This is an optimization exercise on Yosys and OpenROAD, whose aim is small area and a short achievable clock period, not a production implementation. Function was not checked in any run shown here: the RTL went through the layout flow alone. No activity file was given, so power comes from the tool's default toggle rates.

==> flow/design.v (outline; a module is shown in full before it is edited, if it fits) <==
// module DSP: 2868 lines
// module dsp_faf: 8 lines
// module dsp_maj: 5 lines
// module dsp_fa: 6 lines
// module dsp_aoi_gt: 6 lines
// module dsp_aoi_g: 5 lines
// module dsp_oai_gt: 6 lines
// module dsp_oai_g: 5 lines
// module dsp_xor: 5 lines
// module dsp_mxi: 5 lines
// module dsp_xnor: 5 lines
module DSP(A,B,C,D,CLK,CARRYIN,OPMODE,BCIN,RSTA,RSTB,RSTM,RSTP,RSTC,RSTD,RSTCARRYIN,RSTOPMODE,
          CEA,CEB,CEM,CEP,CEC,CED,CECARRYIN,CEOPMODE,PCIN,BCOUT,PCOUT,P,M,CARRYOUT,CARRYOUTF);
  // ...
==> flow/flow/run.sh <==
#!/bin/bash
# Standard layout with two changes: the port buffers are plain buf_1 cells
# instead of the default delay buffers, and ABC maps for a lighter load, so
# that it picks the smaller cell sizes and leaves sizing to the resizer.
export BUFFER_PORTS_ARGS="-buffer_cell sky130_fd_sc_hd__buf_1"
bash standard.sh ABC_LOAD_IN_FF=1 finish > standard.log 2>&1
==> flow/standard.sh <==
#!/bin/bash
# synth_recipe.tcl (not shown) runs the flow's synth.tcl, then flattens the netlist and writes it again
# the make line also repeats each setting of config.mk as NAME=value (left out here)
make -C /OpenROAD-flow-scripts/flow DESIGN_CONFIG=/design/flow/config.mk WORK_HOME=/design/flow/orfs CLKGATE_MAP_FILE= SYNTH_SCRIPT=/design/flow/synth_recipe.tcl "${@:-finish}"
==> flow/config.mk <==
export PLATFORM = sky130hd
export DESIGN_NAME = DSP
export DESIGN_NICKNAME = DSP
export VERILOG_FILES = /design/flow/design.v
export SDC_FILE = /design/flow/constraint.sdc
export NUM_CORES = 4
export LEC_CHECK = 0
export CAP_MARGIN = 20
export CORE_MARGIN = 2
export CORE_UTILIZATION = 55
export SETUP_SLACK_MARGIN = 4.2
export SLEW_MARGIN = 20
export SYNTH_HIERARCHICAL = 1
export SYNTH_MINIMUM_KEEP_SIZE = 0
==> flow/constraint.sdc <==
create_clock -name core_clock -period 8.0 [get_ports {CLK}]
set_input_delay 1.6000 -clock core_clock [delete_from_list [all_inputs] [get_ports {CLK}]]
set_output_delay 1.6000 -clock core_clock [all_outputs]
set_load 0.01 [all_outputs]
==> results_dict.tcl, run 1 <==
set metrics [dict create \
    status "complete, no violations" \
    postLayoutSetupSlackWorst_ps 4070 \
    vias_per_cell 6.14 \
    yosys_warnings 7 \
    fmax_mhz 255 \
    grt_setup_unrepaired "true" \
    p_clk_share_pct 25.0 \
    maxCapViolCount 0 \
    synth_xor_area_share_pct 13.3 \
    netlist_top_cells_count "nand2_1 (529), xor2_1 (265), nor2_1 (243), fa_1 (195), a21oi_1 (171)" \
    synth_top_family_by_area "adder cells" \
    ctsLongestPathBuffers 3 \
    tap_cells 539 \
    grt_overflow_total 0 \
    antenna_found_initial 5 \
    p_comb_share_pct 47.2 \
    place_inst 3502 \
    busiest_layer "met2" \
    worstPathRequired_ps 6400 \
    synth.area.top_cells "fa_1 (17%), dfxtp_1 (14%), xor2_1 (10%)" \
    seq_cells 226 \
    gp_congestion 0.962 \
    synthMostInstantiatedCell "nand2_1" \
    synth_compound_area_share_pct 14.8 \
    cts_sinks 226 \
    wl_met3_um 9520 \
    start_kind "register" \
    p_seq_share_pct 27.9 \
    synth_fa_ha_area_share_pct 20.0 \
    inv_count 46 \
    grt_pass1_wl_um 127000 \
    grtUsageMet1_pct 51.1 \
    post-route-util_pct 66.8 \
    ant_nets 0 \
    swShare_pct 41.4 \
    cp-endpoint "M[17]" \
    r2r_cells 19 \
    areaGrowthSynthToFinish_pct 20.1 \
    postPlaceCellArea_mm2 0.0244 \
]
==> run 2: changes to the inputs <==
--- a/flow/design.v
+++ b/flow/design.v
@@ -6,18 +6,17 @@
     input [17:0] A,B,D,BCIN;
     input [47:0] C,PCIN;
     output CARRYOUT,CARRYOUTF;
     output [17:0] BCOUT;
     output [35:0] M;
     output [47:0] P,PCOUT;
     reg [17:0] D_r, A_r, B_r;
     reg [47:0] C_r, P_r;
-    reg [7:4]  OP_r;
-    reg [2:0]  XS_r, ZS_r;
+    reg [7:0]  OP_r;
     reg        CYI_r, CYO_r;
     reg        A_z, C_z, M_z;    
     reg [34:0] MS_r;    
     reg [26:0] MC_r;    
     wire [17:0] Dx = D_r ^ {18{OP_r[6]}};
     wire pa_gn0_0;
     wire pa_gn0_1;
     wire pa_tn0_1;
@@ -2020,19 +2019,76 @@
     assign ma_s_23 = ma_p_24 ^ ma_g5_23;
     assign ma_s_24 = ma_p_25 ^ ma_g5_24;
     assign ma_s_25 = ma_p_26 ^ ma_g5_25;
     assign ma_s_26 = ma_p_27 ^ ma_g5_26;
     assign ma_s_27 = ma_p_28 ^ ma_g5_27;
     wire [35:0] msum = {ma_s_27, ma_s_26, ma_s_25, ma_s_24, ma_s_23, ma_s_22, ma_s_21, ma_s_20, ma_s_19, ma_s_18, ma_s_17, ma_s_16, ma_s_15, ma_s_14, ma_s_13, ma_s_12, ma_s_11, ma_s_10, ma_s_9, ma_s_8, ma_s_7, ma_s_6, ma_s_5, ma_s_4, ma_s_3, ma_s_2, ma_s_1, ma_s_0, MS_r[7], MS_r[6], MS_r[5], MS_r[4], MS_r[3], MS_r[2], MS_r[1], MS_r[0]};
     assign mprod = ~msum;
     assign M = mprod;
-    wire [47:0] X = ({48{XS_r[0]}} & {{12{mprod[35]}}, mprod}) | ({48{XS_r[1]}} & P_r) |
-                    ({48{XS_r[2]}} & {D_r[11:0], (A_r & {18{~A_z}}), B_r});
-    wire [47:0] Z = ({48{ZS_r[0]}} & PCIN) | ({48{ZS_r[1]}} & P_r) | ({48{ZS_r[2]}} & (C_r & {48{~C_z}}));
+    reg [47:0] X, Zr;
+    always @(*) begin
+        case (OP_r[1:0])
+        2'd0: X = 48'd0;
+        2'd1: X = {{12{mprod[35]}}, mprod};
+        2'd2: X = P_r;
+        default: X = {D_r[11:0], (A_r & {18{~A_z}}), B_r};
+        endcase
+        Zr = (OP_r[3:2] == 2'd2) ? P_r : (OP_r[3:2] == 2'd3) ? (C_r & {48{~C_z}}) : 48'd0;
+    end
+    wire [47:0] Z;
+    wire zpc = (OP_r[3:2] == 2'd1);
+    dsp_ao21 u_z0 (.a(PCIN[0]), .s(zpc), .r(Zr[0]), .y(Z[0]));
+    dsp_ao21 u_z1 (.a(PCIN[1]), .s(zpc), .r(Zr[1]), .y(Z[1]));
+    dsp_ao21 u_z2 (.a(PCIN[2]), .s(zpc), .r(Zr[2]), .y(Z[2]));
+    dsp_ao21 u_z3 (.a(PCIN[3]), .s(zpc), .r(Zr[3]), .y(Z[3]));
+    dsp_ao21 u_z4 (.a(PCIN[4]), .s(zpc), .r(Zr[4]), .y(Z[4]));
+    dsp_ao21 u_z5 (.a(PCIN[5]), .s(zpc), .r(Zr[5]), .y(Z[5]));
+    dsp_ao21 u_z6 (.a(PCIN[6]), .s(zpc), .r(Zr[6]), .y(Z[6]));
+    dsp_ao21 u_z7 (.a(PCIN[7]), .s(zpc), .r(Zr[7]), .y(Z[7]));
+    dsp_ao21 u_z8 (.a(PCIN[8]), .s(zpc), .r(Zr[8]), .y(Z[8]));
+    dsp_ao21 u_z9 (.a(PCIN[9]), .s(zpc), .r(Zr[9]), .y(Z[9]));
+    dsp_ao21 u_z10 (.a(PCIN[10]), .s(zpc), .r(Zr[10]), .y(Z[10]));
+    dsp_ao21 u_z11 (.a(PCIN[11]), .s(zpc), .r(Zr[11]), .y(Z[11]));
+    dsp_ao21 u_z12 (.a(PCIN[12]), .s(zpc), .r(Zr[12]), .y(Z[12]));
+    dsp_ao21 u_z13 (.a(PCIN[13]), .s(zpc), .r(Zr[13]), .y(Z[13]));
+    dsp_ao21 u_z14 (.a(PCIN[14]), .s(zpc), .r(Zr[14]), .y(Z[14]));
+    dsp_ao21 u_z15 (.a(PCIN[15]), .s(zpc), .r(Zr[15]), .y(Z[15]));
+    dsp_ao21 u_z16 (.a(PCIN[16]), .s(zpc), .r(Zr[16]), .y(Z[16]));
+    dsp_ao21 u_z17 (.a(PCIN[17]), .s(zpc), .r(Zr[17]), .y(Z[17]));
+    dsp_ao21 u_z18 (.a(PCIN[18]), .s(zpc), .r(Zr[18]), .y(Z[18]));
+    dsp_ao21 u_z19 (.a(PCIN[19]), .s(zpc), .r(Zr[19]), .y(Z[19]));
+    dsp_ao21 u_z20 (.a(PCIN[20]), .s(zpc), .r(Zr[20]), .y(Z[20]));
+    dsp_ao21 u_z21 (.a(PCIN[21]), .s(zpc), .r(Zr[21]), .y(Z[21]));
+    dsp_ao21 u_z22 (.a(PCIN[22]), .s(zpc), .r(Zr[22]), .y(Z[22]));
+    dsp_ao21 u_z23 (.a(PCIN[23]), .s(zpc), .r(Zr[23]), .y(Z[23]));
+    dsp_ao21 u_z24 (.a(PCIN[24]), .s(zpc), .r(Zr[24]), .y(Z[24]));
+    dsp_ao21 u_z25 (.a(PCIN[25]), .s(zpc), .r(Zr[25]), .y(Z[25]));
+    dsp_ao21 u_z26 (.a(PCIN[26]), .s(zpc), .r(Zr[26]), .y(Z[26]));
+    dsp_ao21 u_z27 (.a(PCIN[27]), .s(zpc), .r(Zr[27]), .y(Z[27]));
+    dsp_ao21 u_z28 (.a(PCIN[28]), .s(zpc), .r(Zr[28]), .y(Z[28]));
+    dsp_ao21 u_z29 (.a(PCIN[29]), .s(zpc), .r(Zr[29]), .y(Z[29]));
+    dsp_ao21 u_z30 (.a(PCIN[30]), .s(zpc), .r(Zr[30]), .y(Z[30]));
+    dsp_ao21 u_z31 (.a(PCIN[31]), .s(zpc), .r(Zr[31]), .y(Z[31]));
+    dsp_ao21 u_z32 (.a(PCIN[32]), .s(zpc), .r(Zr[32]), .y(Z[32]));
+    dsp_ao21 u_z33 (.a(PCIN[33]), .s(zpc), .r(Zr[33]), .y(Z[33]));
+    dsp_ao21 u_z34 (.a(PCIN[34]), .s(zpc), .r(Zr[34]), .y(Z[34]));
+    dsp_ao21 u_z35 (.a(PCIN[35]), .s(zpc), .r(Zr[35]), .y(Z[35]));
+    dsp_ao21 u_z36 (.a(PCIN[36]), .s(zpc), .r(Zr[36]), .y(Z[36]));
+    dsp_ao21 u_z37 (.a(PCIN[37]), .s(zpc), .r(Zr[37]), .y(Z[37]));
+    dsp_ao21 u_z38 (.a(PCIN[38]), .s(zpc), .r(Zr[38]), .y(Z[38]));
+    dsp_ao21 u_z39 (.a(PCIN[39]), .s(zpc), .r(Zr[39]), .y(Z[39]));
+    dsp_ao21 u_z40 (.a(PCIN[40]), .s(zpc), .r(Zr[40]), .y(Z[40]));
+    dsp_ao21 u_z41 (.a(PCIN[41]), .s(zpc), .r(Zr[41]), .y(Z[41]));
+    dsp_ao21 u_z42 (.a(PCIN[42]), .s(zpc), .r(Zr[42]), .y(Z[42]));
+    dsp_ao21 u_z43 (.a(PCIN[43]), .s(zpc), .r(Zr[43]), .y(Z[43]));
+    dsp_ao21 u_z44 (.a(PCIN[44]), .s(zpc), .r(Zr[44]), .y(Z[44]));
+    dsp_ao21 u_z45 (.a(PCIN[45]), .s(zpc), .r(Zr[45]), .y(Z[45]));
+    dsp_ao21 u_z46 (.a(PCIN[46]), .s(zpc), .r(Zr[46]), .y(Z[46]));
+    dsp_ao21 u_z47 (.a(PCIN[47]), .s(zpc), .r(Zr[47]), .y(Z[47]));
     wire sub = OP_r[7];
     wire [47:0] Zs = Z ^ {48{sub}};
     wire pp_gn0_0;
     wire pp_gn0_1;
     wire pp_tn0_1;
     wire pp_p_1;
     wire pp_gn0_2;
     wire pp_tn0_2;
@@ -2840,37 +2896,37 @@
     assign pp_s_46 = pp_p_47 ^ pp_g7_46;
     assign pp_s_47 = ~(pp_p_48 ^ pp_g6_47);
     wire [47:0] psum = {pp_s_47, pp_s_46, pp_s_45, pp_s_44, pp_s_43, pp_s_42, pp_s_41, pp_s_40, pp_s_39, pp_s_38, pp_s_37, pp_s_36, pp_s_35, pp_s_34, pp_s_33, pp_s_32, pp_s_31, pp_s_30, pp_s_29, pp_s_28, pp_s_27, pp_s_26, pp_s_25, pp_s_24, pp_s_23, pp_s_22, pp_s_21, pp_s_20, pp_s_19, pp_s_18, pp_s_17, pp_s_16, pp_s_15, pp_s_14, pp_s_13, pp_s_12, pp_s_11, pp_s_10, pp_s_9, pp_s_8, pp_s_7, pp_s_6, pp_s_5, pp_s_4, pp_s_3, pp_s_2, pp_s_1, pp_s_0};
     wire cout = pp_g7_48;
     always @(posedge CLK) begin
         if (RSTD) D_r <= 18'd0; else if (CED) D_r <= D;
         if (RSTC) C_z <= 1'b1; else if (CEC) C_z <= 1'b0;
         if (CEC) C_r <= C;
-        if (RSTOPMODE) begin OP_r <= 4'd0; XS_r <= 3'd0; ZS_r <= 3'd0; end
-        else if (CEOPMODE) begin
-            OP_r <= OPMODE[7:4];
-            XS_r <= {OPMODE[1:0] == 2'd3, OPMODE[1:0] == 2'd2, OPMODE[1:0] == 2'd1};
-            ZS_r <= {OPMODE[3:2] == 2'd3, OPMODE[3:2] == 2'd2, OPMODE[3:2] == 2'd1};
-        end
+        if (RSTOPMODE) OP_r <= 8'd0; else if (CEOPMODE) OP_r <= OPMODE;
         if (RSTA) A_z <= 1'b1; else if (CEA) A_z <= 1'b0;
         if (CEA) A_r <= A;
         if (RSTB) B_r <= 18'd0; else if (CEB) B_r <= B_n;
         if (RSTM | (CEM & A_z)) begin MS_r <= {35{1'b1}}; MC_r <= {27{1'b1}}; end
         else if (CEM) begin MS_r <= row0; MC_r <= row1; end
         if (RSTCARRYIN) begin CYI_r <= 1'b0; CYO_r <= 1'b0; end
         else if (CECARRYIN) begin CYI_r <= OP_r[5]; CYO_r <= cout; end
         if (RSTP) P_r <= 48'd0; else if (CEP) P_r <= psum;
     end
     assign P = P_r;
     assign PCOUT = P_r;
     assign BCOUT = B_r;
     assign CARRYOUT = CYO_r;
     assign CARRYOUTF = CYO_r;
 endmodule
+module dsp_ao21(a, s, r, y);
+    input a, s, r;
+    output y;
+    assign y = (a & s) | r;
+endmodule
 module dsp_faf(a, b, c, s, co);
     input a, b, c;
     output s, co;
     wire t;
     dsp_xor u1 (.a(a), .b(b), .y(t));
     dsp_xor u2 (.a(t), .b(c), .y(s));
     dsp_maj u3 (.a(a), .b(b), .c(c), .y(co));
 endmodule
==> flow/config.mk (replaced) <==
export PLATFORM = sky130hd
export DESIGN_NAME = DSP
export DESIGN_NICKNAME = DSP
export VERILOG_FILES = /design/flow/design.v
export SDC_FILE = /design/flow/constraint.sdc
export NUM_CORES = 4
export LEC_CHECK = 0
export CAP_MARGIN = 20
export CORE_MARGIN = 2
export CORE_UTILIZATION = 55
export SETUP_SLACK_MARGIN = 4.0
export SLEW_MARGIN = 20
export SYNTH_HIERARCHICAL = 1
export SYNTH_MINIMUM_KEEP_SIZE = 0
==> run 2 against run 1 <==
- flip-flop and latch count fell by 2
- via count fell by 6.6%
- combinational power barely moved
- non-clock buffer count fell by 67
- worst hold slack got worse by 26 ps
- global-route usage fell by 2.5 points
- clock-buffer cell count fell by 6
- clock skew fell by 2.7 ps
- utilization fell by 1.7 points
- sequential power barely moved
==> results_dict.tcl, run 2 <==
set metrics [dict create \
    status "complete, no violations" \
    path_max_fanout 4 \
    fin_skew_ps 28.1 \
    synth-main-ff-cell "dfxtp_1" \
    synth-edff-count 66 \
    post-route-util_pct 65.1 \
    synthMostInstantiatedCell "nand2_1" \
    postPlaceCellArea_mm2 0.0241 \
    r2r-start "A_r[12]" \
    vdd_drop_max_mv 0.197 \
    syn_avg_cell_area_um2 8.34 \
    synth.area.top_cells "fa_1 (17%), dfxtp_1 (14%), xor2_1 (12%)" \
    synth_async_sr_flop_share_pct 0 \
    busiest_layer "met2" \
    slowest_delay_ps 370 \
    crit_top_cell "nor2_4" \
    clk_pin_slew_ps 60 \
    netlist_top_cells_count "nand2_1 (560), nor2_1 (316), xor2_1 (304), fa_1 (195), o21ai_1 (169)" \
    yosys_warnings 7 \
    hp-class "register to register" \
    port_buffers 326 \
    postLayoutSetupSlackWorst_ps 3970 \
    synthCells 2743 \
    worstHoldStart "B_r[7]" \
    worstPathCellList "nor2_4, nor2_4, buf_4, nand2_1, nor2_1, a21oi_2, o21ai_4, xnor2_4, buf_6" \
    num_vias 21200 \
    drt_iter0_drc 1923 \
    grt_overflow_total 0 \
    cp.arrival_ps 2430 \
    start_util_pct 55.9 \
    htreeDepth 1 \
    coreArea_mm2 0.0409 \
    place_ws_ps 3180 \
    grtUsageMet1_pct 45.6 \
    cts_sinks 224 \
    antenna_found_initial 6 \
    final_common_cell "nand2_1" \
    dr.pass1.iters 6 \
    maxCapViolCount 0 \
    hold_slack_ps 482 \
    io_pins 346 \
    grt_setup_unrepaired "true" \
    ant_nets 0 \
    top_regs "C_r: 48 flops, P_r: 48 flops, MS_r: 35 flops" \
    setup_viol 0 \
    wl_um 79100 \
    slew_headroom_pct 31.0 \
    drc_errors 0 \
    die_h_um 208 \
    leakagePower_nw 9.77 \
    vias_per_cell 5.96 \
    layout-drive-gt1-share_pct 14.7 \
    crit_family "simple AND/OR/NAND/NOR gates" \
    ys_types 47 \
    start_kind "register" \
    place_inst 3436 \
    worstMarginPinSlew_ps 1030 \
    most-common-layout-cells "nand2_1 (556), buf_1 (317), xor2_1 (294)" \
    period_needed_ps 4030 \
    finalPower_mw 5.24 \
    grt_pass1_vias 21000 \
    final_cells 3563 \
    grtUsageMet2_pct 56.9 \
    nNetsFinal 3394 \
    report.final.hold_viol_count 0 \
    worstPathRequired_ps 6400 \
    ys_seq_elements 224 \
    netlist_area_mm2 0.0229 \
    yosys.area.top_type "fa_1" \
    ctsLongestPathBuffers 3 \
    grtUsageTotal_pct 35.1 \
    cts_root_buffer "clkbuf_16" \
    cp.buffers_inverters 2 \
    finalSetupTns_ps 0 \
    insertion_delay_ps 580 \
    cts_tree "done" \
    fmax_mhz 248 \
    rows 74 \
    ys_seq_area_share_pct 22.5 \
    grt_start_max_net_pins 73 \
    cp-end-kind "output port" \
    numCtsBuffers 27 \
    final_cell_area_mm2 0.0266 \
    grt_pass1_wl_um 119000 \
    startpoint "MC_r[0]" \
    cp_slowest_cell "dfxtp_4" \
    slew_violations 0 \
    cts-hold-fix-buffers 0 \
    hpwl_um 58500 \
    synth_top_area_share_pct 17.1 \
    p_per_area_mw_per_mm2 197 \
    gp_congestion 0.951 \
    dieArea_mm2 0.0433 \
    grtUsageMet3_pct 7.35 \
    critPathKind "register to output port" \
    period_share_pct 50.3 \
    areaGrowthSynthToFinish_pct 16.4 \
    wl_per_cell_um 22.2 \
    die_w_um 208 \
]
==> run 2: layout make-up <==
cell class	instances	area (µm²)
fillers	3554	14300
inverters	46	173
clock buffers	31	731
repair buffers	435	2230
well taps	532	666
flip-flops and latches	224	5210
multi-input cells	2271	17400
diodes	5	12.5
clock inverters	19	176
==> run 2: worst register-to-register path, stage by stage (launching register included) <==
cell      delay (ps)
edfxtp_1         610
buf_4            250
buf_4            230
nand2_1          100
fa_1             540
fa_1             470
xor2_1           190
xor2_1           170
maj3_2           340
maj3_2           330
maj3_2           300
mux2i_1          130
nand2_1           70
==> run 2: worst paths after layout <==
kind / to / slack (ps) / cells past startpoint
worst max register to register: MC_r[17] / 4130 / 12
worst min register to register: B_r[7] / 480 / 2
worst min-delay path: B_r[7] / 480 / 2
worst max-delay path: M[32] / 3970 / 9
==> run 2: report_power, final <==
part	internal [mW]	switching, mW	total, mW
sequential	1.29	0.173	1.46
clock	0.724	0.540	1.26
combinational	1.03	1.48	2.51
==> run 2: per-layer routing <==
metal	wire [µm]	vias up	part of all wire [%]
met5	13	-	0.016
met2	36400	1092	46
met1	31600	10300	40
met3	7370	241	9.3
li1	-	9596	-
met4	3650	2	4.6
==> run 2: logic make-up (layout without fill, tap and decap cells) <==
group                    Yosys count  count (layout)  synth area share (%)
AND/OR/NAND/NOR                  983             983                  17.6
AO/OA/AOI/OAI                    502             502                  13.9
XOR/XNOR                         412             412                  15.8
flip-flops                       224             224                  22.5
buffers and inverters            254             531                  5.30
multiplexers                     104             104                  4.55
adder cells (fa/ha/maj)          262             262                  20.4
other                              2              13                0.0328
==> run 2: timing repair <==
item	in CTS	in global routing
pin swaps	19	21
resized for setup	82	169
setup buffers	55	17
setup endpoints to repair	67	71
==> run 2: per-module statistics from Yosys, one instance, submodules excluded, a selection <==
module / cells inside / flip-flops and latches / times used
dsp_xnor: 1 / 0 / 17
dsp_oai_g: 1 / 0 / 50
dsp_aoi_gt: 2 / 0 / 82
dsp_maj: 1 / 0 / 67
dsp_aoi_g: 1 / 0 / 42
dsp_ao21: 1 / 0 / 48
dsp_oai_gt: 2 / 0 / 110
dsp_fa: 1 / 0 / 195
dsp_xor: 1 / 0 / 228
DSP: 1712 / 224 / 1
==> run 3: changes to the inputs <==
--- a/flow/config.mk
+++ b/flow/config.mk
@@ -10,3 +10,3 @@
 export CORE_UTILIZATION = 55
-export SETUP_SLACK_MARGIN = 4.0
+export SETUP_SLACK_MARGIN = 4.2
 export SLEW_MARGIN = 20
==> run 3 against run 2 <==
- still clean on timing, DRC and antenna
- flip-flop and latch count did not move
- maximum frequency decreased by 1.1%
- synthesized area stayed put
- synthesized cell count did not move
- register-to-register slack lost 30 ps
- utilization is 3.4 points higher
- via count grew 1.9%
- design area up 5.2%
- critical path type unchanged
- critical endpoint is now M[30]
- largest cell class unchanged
==> results_dict.tcl, run 3 <==
set metrics [dict create \
    worstHoldStart "MS_r[30]" \
    insertion_delay_ps 580 \
    rows 74 \
    worstPathRequired_ps 6400 \
    dieArea_mm2 0.0433 \
    finalPower_mw 5.51 \
    synth-main-ff-cell "dfxtp_1" \
    wl_per_cell_um 22.4 \
    report.final.hold_viol_count 0 \
    min_to "MS_r[30]" \
    synthMostInstantiatedCell "nand2_1" \
    port_buffers 326 \
    start_util_pct 55.9 \
    ys_seq_area_share_pct 22.5 \
    critPathKind "register to output port" \
    r2r-start "MC_r[8]" \
    hp-class "register to register" \
    syn_avg_cell_area_um2 8.34 \
    num_vias 21700 \
    coreArea_mm2 0.0409 \
    cts_root_buffer "clkbuf_16" \
    grt_pass1_vias 20900 \
    maxCapViolCount 0 \
    cp_slowest_cell "dfxtp_4" \
    crit_top_cell "o21ai_4" \
    drc_errors 0 \
    layout-drive-gt1-share_pct 19.8 \
    ctsLongestPathBuffers 3 \
    cp.arrival_ps 2470 \
    synth_async_sr_flop_share_pct 0 \
    most-common-layout-cells "nand2_1 (546), buf_1 (302), xor2_1 (288)" \
    ant_nets 0 \
    fin_skew_ps 13.3 \
    hpwl_um 57800 \
    status "complete, no violations" \
    areaGrowthSynthToFinish_pct 22.4 \
    ys_seq_elements 224 \
    cp-end-kind "output port" \
    clk_pin_slew_ps 70 \
    min_path_cells 2 \
    gp_congestion 1.02 \
    grt_start_max_net_pins 73 \
    htreeDepth 1 \
    worstPathCellList "nor2_4, o21ai_4, a21oi_2, buf_4, o21ai_4, a21oi_2, o21ai_4, xnor2_4, buf_6" \
    finalSetupTns_ps 0 \
    vias_per_cell 5.99 \
    synthCells 2743 \
    netlist_area_mm2 0.0229 \
    r2r_cells 22 \
    yosys_warnings 7 \
    vdd_drop_max_mv 0.163 \
    yosys.area.top_type "fa_1" \
    top_regs "C_r: 48 flops, P_r: 48 flops, MS_r: 35 flops" \
    synth-edff-count 66 \
    synth_top_area_share_pct 17.1 \
    io_pins 346 \
    setup_viol 0 \
    cts_tree "done" \
    fmax_mhz 246 \
    dr.pass1.iters 5 \
    slowest_delay_ps 370 \
    path_max_fanout 4 \
    grt_overflow_total 0 \
    netlist_top_cells_count "nand2_1 (560), nor2_1 (316), xor2_1 (304), fa_1 (195), o21ai_1 (169)" \
    start_kind "register" \
    final_common_cell "nand2_1" \
    r2r_slack_ps 4100 \
    ys_types 47 \
    slew_violations 0 \
    synth.area.top_cells "fa_1 (17%), dfxtp_1 (14%), xor2_1 (12%)" \
    r2r-end "P_r[35]" \
    grtUsageTotal_pct 35.2 \
    die_h_um 208 \
    period_needed_ps 4070 \
    p_per_area_mw_per_mm2 197 \
    cts_sinks 224 \
    numCtsBuffers 28 \
    slew_headroom_pct 30.5 \
    n_fill_cell 3416 \
    wl_um 80900 \
    leakagePower_nw 10.3 \
    period_share_pct 50.9 \
    worstMarginPinSlew_ps 1040 \
    antenna_found_initial 5 \
    grt_setup_unrepaired "true" \
    grt_pass1_wl_um 119000 \
    die_w_um 208 \
    drt_iter0_drc 1804 \
    nNetsFinal 3449 \
]
[run 3: cell count changes in the layout (fill, tap and decap cells not counted), moves of 16 or more]
cell,previous run,this run
buf_12,9,26
buf_4,88,118
dfxtp_1,122,94
nor2_4,16,32
[run 3: worst max path at each step]
stage                       start  slack, ps       end  cells past startpoint
after floorplan           A_r[14]       4210  MC_r[12]                     13
after global placement    PCIN[0]       3470   P_r[32]                     13
after detailed placement  PCIN[0]       3390   P_r[47]                     13
after CTS                 MC_r[2]       4050     M[33]                      8
after global routing      MC_r[8]       3890     M[30]                     10
final                     MC_r[9]       3930     M[30]                      9
[run 3: modules after synthesis, one instance, submodules excluded, a selection]
module	cell area [µm²]	flops+latches
dsp_xor	8.76	0
dsp_aoi_gt	8.76	0
dsp_fa	20.0	0
dsp_oai_g	5.00	0
dsp_maj	11.3	0
dsp_xnor	8.76	0
dsp_ao21	7.51	0
DSP	13600	224
dsp_oai_gt	8.76	0
dsp_aoi_g	5.00	0
[run 3: report_power, final]
group	switching [mW]	internal (mW)	leakage [nW]
registers	0.179	1.30	1.93
logic	1.55	1.15	7.88
clock network	0.559	0.769	0.472
total	2.29	3.22	10.3
[run 3: layout make-up]
class | count | area (µm²) | area share (%)
tap | 532 | 666 | 2.38
inverter | 46 | 173 | 0.616
sequential | 224 | 5280 | 18.9
antenna | 3 | 7.51 | 0.0268
timing repair buffer | 489 | 2980 | 10.6
clock inverter | 21 | 219 | 0.782
clock buffer | 31 | 742 | 2.65
multi-input combinational | 2271 | 17900 | 64.1
[run 3: kinds of logic after synthesis]
logic type,Yosys count,synth area share [%]
compound gates,502,13.9
xor+xnor,412,15.8
fa+ha+maj,262,20.4
buf+inv,254,5.30
flops,224,22.5
mux,104,4.55
other cells,2,0.0328
simple gates,983,17.6
[run 3: stage by stage]
stage	hold slack (ps)	setup WS (ps)	utilization (%)	cells	cell area [µm²]
floorplan	427	4210	-	2749	22900
global placement	462	3470	58.9	3440	24100
detailed placement	467	3390	58.9	3440	24100
CTS	481	4050	65.1	3565	26700
global route	530	3890	68.5	3617	28000
finish	508	3930	68.5	3617	28000
[run 3: timing repair]
item,in CTS,in global routing
resized for setup,256,220
buffers inserted,73,46
setup endpoints to repair,89,66
pin swaps,52,62
hold buffers,0,0
gates cloned,0,3
[run 3: per-layer routing]
| metal | track usage [%] | share of wire [%] | up-vias |
|---|---|---|---|
| met3 | 6.70 | 8.3 | 242 |
| met4 | 14.8 | 4.7 | 2 |
| met2 | 57.4 | 47 | 1087 |
| li1 | - | - | 9729 |
| met5 | 0 | 0.016 | - |
| met1 | 45.8 | 40 | 10600 |
[run 3: critical path, delay by kind of cell, from the launching register on]
kind / cells / cell delay [ps]
compound gates: 5 / 640
flops: 1 / 370
buf+inv: 2 / 330
xor+xnor: 1 / 300
simple gates: 1 / 230

## afterwards: timing with drivers on the ports
In the flow no input, the clock included, has a driving cell. The finished layouts below were timed again as built, in two steps. Step 1, drivers: a clkbuf_16 drives CLK and a buf_2 each remaining input, both assumed. Step 2 also shifts input and output timing later by t, the mid clock arrival at the registers, as if the neighbouring blocks saw the same clock. Three values: no drivers, after step 1, after step 2; two values: the first two.
run	t, ns	setup slack, ns	worst hold slack (ns)	worst setup path after step 2
run 1	0.658	4.072 / 4.013 / 3.663	0.508 / 0.508 / 0.508	input to register
run 2	0.625	3.974 / 3.915 / 3.737	0.482 / 0.482 / 0.482	input to register
run 3	0.637	3.930 / 3.871 / 3.758	0.508 / 0.508 / 0.508	input to register
After both steps every run listed still meets setup and hold. The setup slack of run 1, which loses most, moves by -0.059 ns with the drivers and by -0.409 ns with both steps.
